From an optimization exercise on the open Yosys and OpenROAD flow, aimed at small area, a short achievable clock period and few clock cycles per item; shortcuts taken in it are not production practice. The RTL was checked by simulation tests, not by an equivalence proof against the original design. No activity file was given, so power comes from the tool's default toggle rates.

// alu
module alu #(
    parameter INST_W = 4,
    parameter INT_W  = 6,
    parameter FRAC_W = 10,
    parameter DATA_W = INT_W + FRAC_W
)(
    input                      i_clk,
    input                      i_rst_n,
    input                      i_in_valid,
    output                     o_busy,
    input         [INST_W-1:0] i_inst,
    input  signed [DATA_W-1:0] i_data_a,
    input  signed [DATA_W-1:0] i_data_b,
    output                     o_out_valid,
    output        [DATA_W-1:0] o_data
);
Settings: LEC_CHECK=0, CAP_MARGIN=20, CORE_MARGIN=2, CORE_UTILIZATION=40, SLEW_MARGIN=20, SETUP_SLACK_MARGIN=7; clock period 10.0 ns.
standard.sh (not shown) runs the stock make flow with config.mk's settings and CLKGATE_MAP_FILE= SYNTH_SCRIPT=/design/flow/synth_recipe.tcl, a recipe that flattens the netlist after the stock synthesis.
==> flow/flow/run.sh <==
#!/bin/bash
# The standard layout, with two setting changes: no full/half adder cells
# in synthesis (abc maps all logic), and repair_timing aiming for more slack.
cd "$(dirname "$0")/.."
echo "export SETUP_SLACK_MARGIN = 7" >> config.mk
bash standard.sh ADDER_MAP_FILE= finish > standard.log 2>&1
The starting point passed the timing, design-rule and antenna checks.
Testbench counts at the start, summed over its fixed seeds: cycles 3,224, items 3,200.
Then changed:
==> flow/run.sh (new file) <==
#!/bin/bash
# synth_recipe.tcl (not shown) runs the flow's synth.tcl, then flattens the netlist and writes it again
# the make line also repeats each setting of config.mk as NAME=value (left out here)
make -C /OpenROAD-flow-scripts/flow DESIGN_CONFIG=/design/flow/config.mk WORK_HOME=/design/flow/orfs CLKGATE_MAP_FILE= SYNTH_SCRIPT=/design/flow/synth_recipe.tcl finish
Settings changed: SETUP_SLACK_MARGIN 7 to 5.
removed: flow/flow/run.sh
removed: flow/standard.sh
Global-route usage went down by 7.0 points.
Worst hold slack stays flat.
Clock-buffer cell count came out higher by 6.
Setup slack is worse by 640 ps.
Total power decreases by about a fifth.
Routed wire length fell by a quarter to a third.
Cell area came out lower by a quarter to a third.
Combinational power drops by well over a third.
Maximum frequency fell by roughly a tenth.

alu, a different RTL version from the one above (not shown whole).
Size: roughly 3100 cells after synthesis, ~57 I/O pins.
clock: 10.0 ns
lec_check: 0
cap_margin: 20
core_margin: 2
core_utilization: 40
slew_margin: 20
run.sh (not shown) runs the stock make flow with config.mk's settings and CLKGATE_MAP_FILE= SYNTH_SCRIPT=/design/flow/synth_recipe.tcl, a recipe that flattens the netlist after the stock synthesis.
Stock flow here: none of the scripts above is used.
The baseline ran to the end with no violations.
Testbench counts at the start, summed over its fixed seeds: cycles 3,224, items 3,200.
Then changed:
- ABC_CLOCK_PERIOD_IN_PS: not set -> 2500
- SETUP_SLACK_MARGIN: not set -> 5
Wire length goes up by a little under a tenth.
Maximum frequency goes up by well over a third.
Sequential power stays flat.
Clock skew goes down by 0.021 ns.
Worst setup slack improves by 2.6 ns.

v17:
alu, a different RTL version from the one above (not shown whole).
Size: roughly 520 flip-flops, about 57 I/O pins, about 28000 um2 of cells after synthesis.
// alu
module alu #(
    parameter INST_W = 4,
    parameter INT_W  = 6,
    parameter FRAC_W = 10,
    parameter DATA_W = INT_W + FRAC_W
)(
    input                      i_clk,
    input                      i_rst_n,
    input                      i_in_valid,
    output                     o_busy,
    input         [INST_W-1:0] i_inst,
    input  signed [DATA_W-1:0] i_data_a,
    input  signed [DATA_W-1:0] i_data_b,
    output                     o_out_valid,
    output        [DATA_W-1:0] o_data
);
clock: 10.0 ns
lec_check: 0
cap_margin: 20
core_margin: 2
core_utilization: 40
slew_margin: 20
tns_end_percent: 10
buffer_ports_args: -buffer_cell sky130_fd_sc_hd__buf_2
cts_args: -sink_clustering_enable -repair_clock_nets -dont_use_dummy_load -sink_clustering_size 22 -sink_clustering_max_diameter 120
setup_slack_margin: 6.4
standard.sh (not shown) runs the stock make flow with config.mk's settings and CLKGATE_MAP_FILE= SYNTH_SCRIPT=/design/flow/synth_recipe.tcl, a recipe that flattens the netlist after the stock synthesis.
==> flow/flow/run.sh <==
#!/bin/bash
cd "$(dirname "$0")/.."
cat >> config.mk <<'EOC'
export TNS_END_PERCENT = 10
export BUFFER_PORTS_ARGS = -buffer_cell sky130_fd_sc_hd__buf_2
export CTS_ARGS = -sink_clustering_enable -repair_clock_nets -dont_use_dummy_load -sink_clustering_size 22 -sink_clustering_max_diameter 120
EOC
cp config.mk config_cts.mk
echo "export SETUP_SLACK_MARGIN = 6.75" >> config.mk
bash standard.sh cts > standard_cts.log 2>&1
cp config_cts.mk config.mk
echo "export SETUP_SLACK_MARGIN = 6.4" >> config.mk
bash standard.sh finish > standard.log 2>&1
Testbench counts of v17, summed over its fixed seeds: cycles 3,224, items 3,200.
### v17 -> v43
Settings: TNS_END_PERCENT now 30, was 10; SETUP_SLACK_MARGIN now 7, was 6.4; BUFFER_PORTS_ARGS no longer set, was -buffer_cell sky130_fd_sc_hd__buf_2; CTS_ARGS no longer set, was -sink_clustering_enable -repair_clock_nets -dont_use_dummy_load -sink_clustering_size 22 -sink_clustering_max_diameter 120.
==> flow/flow/run.sh <==
#!/bin/bash
cd "$(dirname "$0")/.."
echo "export SETUP_SLACK_MARGIN = 7" >> config.mk
echo "export TNS_END_PERCENT = 30" >> config.mk
bash standard.sh > standard.log 2>&1
--- outcome ---
- Reported for v43 and v17, count of unique library cells instantiated by Yosys turned out identical to the last digit.
- The first element of the critical path comes out asel1[13] in one run and b1[2] in the other, namely in v43 and v17 respectively.
- Re number of diodes added for antenna fixing: v43 and v17 aren't equal, and the higher value belongs to v17.
- Compare v43 and v17 | final design area excluding fillers lower: v17
- v43 vs. v17: proportion of power drawn by the clock network went up by 11 points.
Setup changes, v43 to v48
Settings: BUFFER_PORTS_ARGS now -buffer_cell sky130_fd_sc_hd__buf_2, previously not set; TNS_END_PERCENT now 10, was 30; CTS_ARGS now -sink_clustering_enable -repair_clock_nets -dont_use_dummy_load, previously not set.
==> flow/flow/run.sh <==
#!/bin/bash
cd "$(dirname "$0")/.."
cat >> config.mk <<'EOC'
export SETUP_SLACK_MARGIN = 7
export TNS_END_PERCENT = 10
export BUFFER_PORTS_ARGS = -buffer_cell sky130_fd_sc_hd__buf_2
export CTS_ARGS = -sink_clustering_enable -repair_clock_nets -dont_use_dummy_load
EOC
bash standard.sh > standard.log 2>&1
[summary]
- Taking v43 as 1.0, v48 lands at 0.932 on cell-internal power.
- Endpoint arrival time on the critical path in v48 vs v43: down 80 ps
- Of v48 and v43, v43 shows the higher TritonCTS buffer count, with v48 below it.
- Clock-buffer cell count: v48 and v43 compared, higher one is v43
The following lists how v55 was set up differently from v48:
Settings: TNS_END_PERCENT: 10 -> 20; CTS_ARGS: -sink_clustering_enable -repair_clock_nets -dont_use_dummy_load -> -sink_clustering_enable -repair_clock_nets -dont_use_dummy_load -sink_clustering_size 22 -sink_clustering_max_diameter 120; SETUP_SLACK_MARGIN: 7 -> 6.2.
==> flow/flow/run.sh <==
#!/bin/bash
cd "$(dirname "$0")/.."
cat >> config.mk <<'EOC'
export TNS_END_PERCENT = 20
export BUFFER_PORTS_ARGS = -buffer_cell sky130_fd_sc_hd__buf_2
export CTS_ARGS = -sink_clustering_enable -repair_clock_nets -dont_use_dummy_load -sink_clustering_size 22 -sink_clustering_max_diameter 120
EOC
cp config.mk config_cts.mk
echo "export SETUP_SLACK_MARGIN = 6.55" >> config.mk
bash standard.sh cts > standard_cts.log 2>&1
cp config_cts.mk config.mk
echo "export SETUP_SLACK_MARGIN = 6.2" >> config.mk
bash standard.sh finish > standard.log 2>&1
### Flow results
- Final setup slack of the worst path: v55 lower than v48
- Diff v55 and v48: flip-flop and latch share of the layout cell area higher in v55
- Of the two values seen for highest metal layer with signal wires, met5 was produced by v55 and met4 by v48.
- The number of antenna violations at the first check in global routing on v55 is in line with that on v48.
- v55 falls short of v48 in final period demand of the worst path.
- Changes observed in v55 relative to v48: final HPWL from detailed placement shows an increase of 1.1%; layout overhead on the synthesized area fell by 9.9 points.
- [v55] global-route usage fell 1.0 points relative to v48
- Taking v48 as the reference, in v55 relative area of non-clock buffer cells in the final design saw a decrease; number of vias per cell after detailed routing saw a decrease.

static timing again, ports no longer ideal:
No port has a modelled driver above. Below, the same layouts with a new extraction and two added sets of constraints. Step 1, drivers: a clkbuf_16 drives i_clk and a buf_2 each remaining input, both assumed. Step 2 moves the port delays by t, midway between the first and last clock arrival at a register: inputs arrive t later, outputs are due t later. That takes back most of the time a late clock gives input paths. a / b / c = ideal / step 1 / step 2; a / b = the first two.
run	shift t [ns]	slack for setup (ns)	worst hold slack (ns)	latest minus earliest clock arrival (ns)	worst data-port slew with drivers (ns)
the first run of note 1	0.694	5.642 / 5.642 / 5.642	0.348 / 0.348 / 0.348	0.029 / 0.029	0.05
the second run of note 1	0.663	5.003 / 5.003 / 5.003	0.346 / 0.346 / 0.346	0.032 / 0.033	0.05
the first run of note 2	0.663	2.162 / 2.162 / 2.162	0.349 / 0.349 / 0.349	0.059 / 0.059	0.05
the second run of note 2	0.671	4.803 / 4.803 / 4.803	0.366 / 0.366 / 0.366	0.037 / 0.037	0.06
v17	0.654	6.448 / 6.448 / 5.940	0.358 / 0.358 / 0.358	0.116 / 0.115	0.04
v43	0.678	6.602 / 6.602 / 6.085	0.350 / 0.350 / 0.350	0.074 / 0.074	0.06
v48	0.653	6.677 / 6.677 / 6.054	0.348 / 0.348 / 0.348	0.088 / 0.089	0.07
v55	0.668	6.423 / 6.423 / 5.830	0.353 / 0.353 / 0.353	0.084 / 0.084	0.04
After both steps every run listed still meets setup and hold. For v48, which loses most, drivers alone change the setup slack by 0.000 ns; drivers and shift together by -0.623 ns.
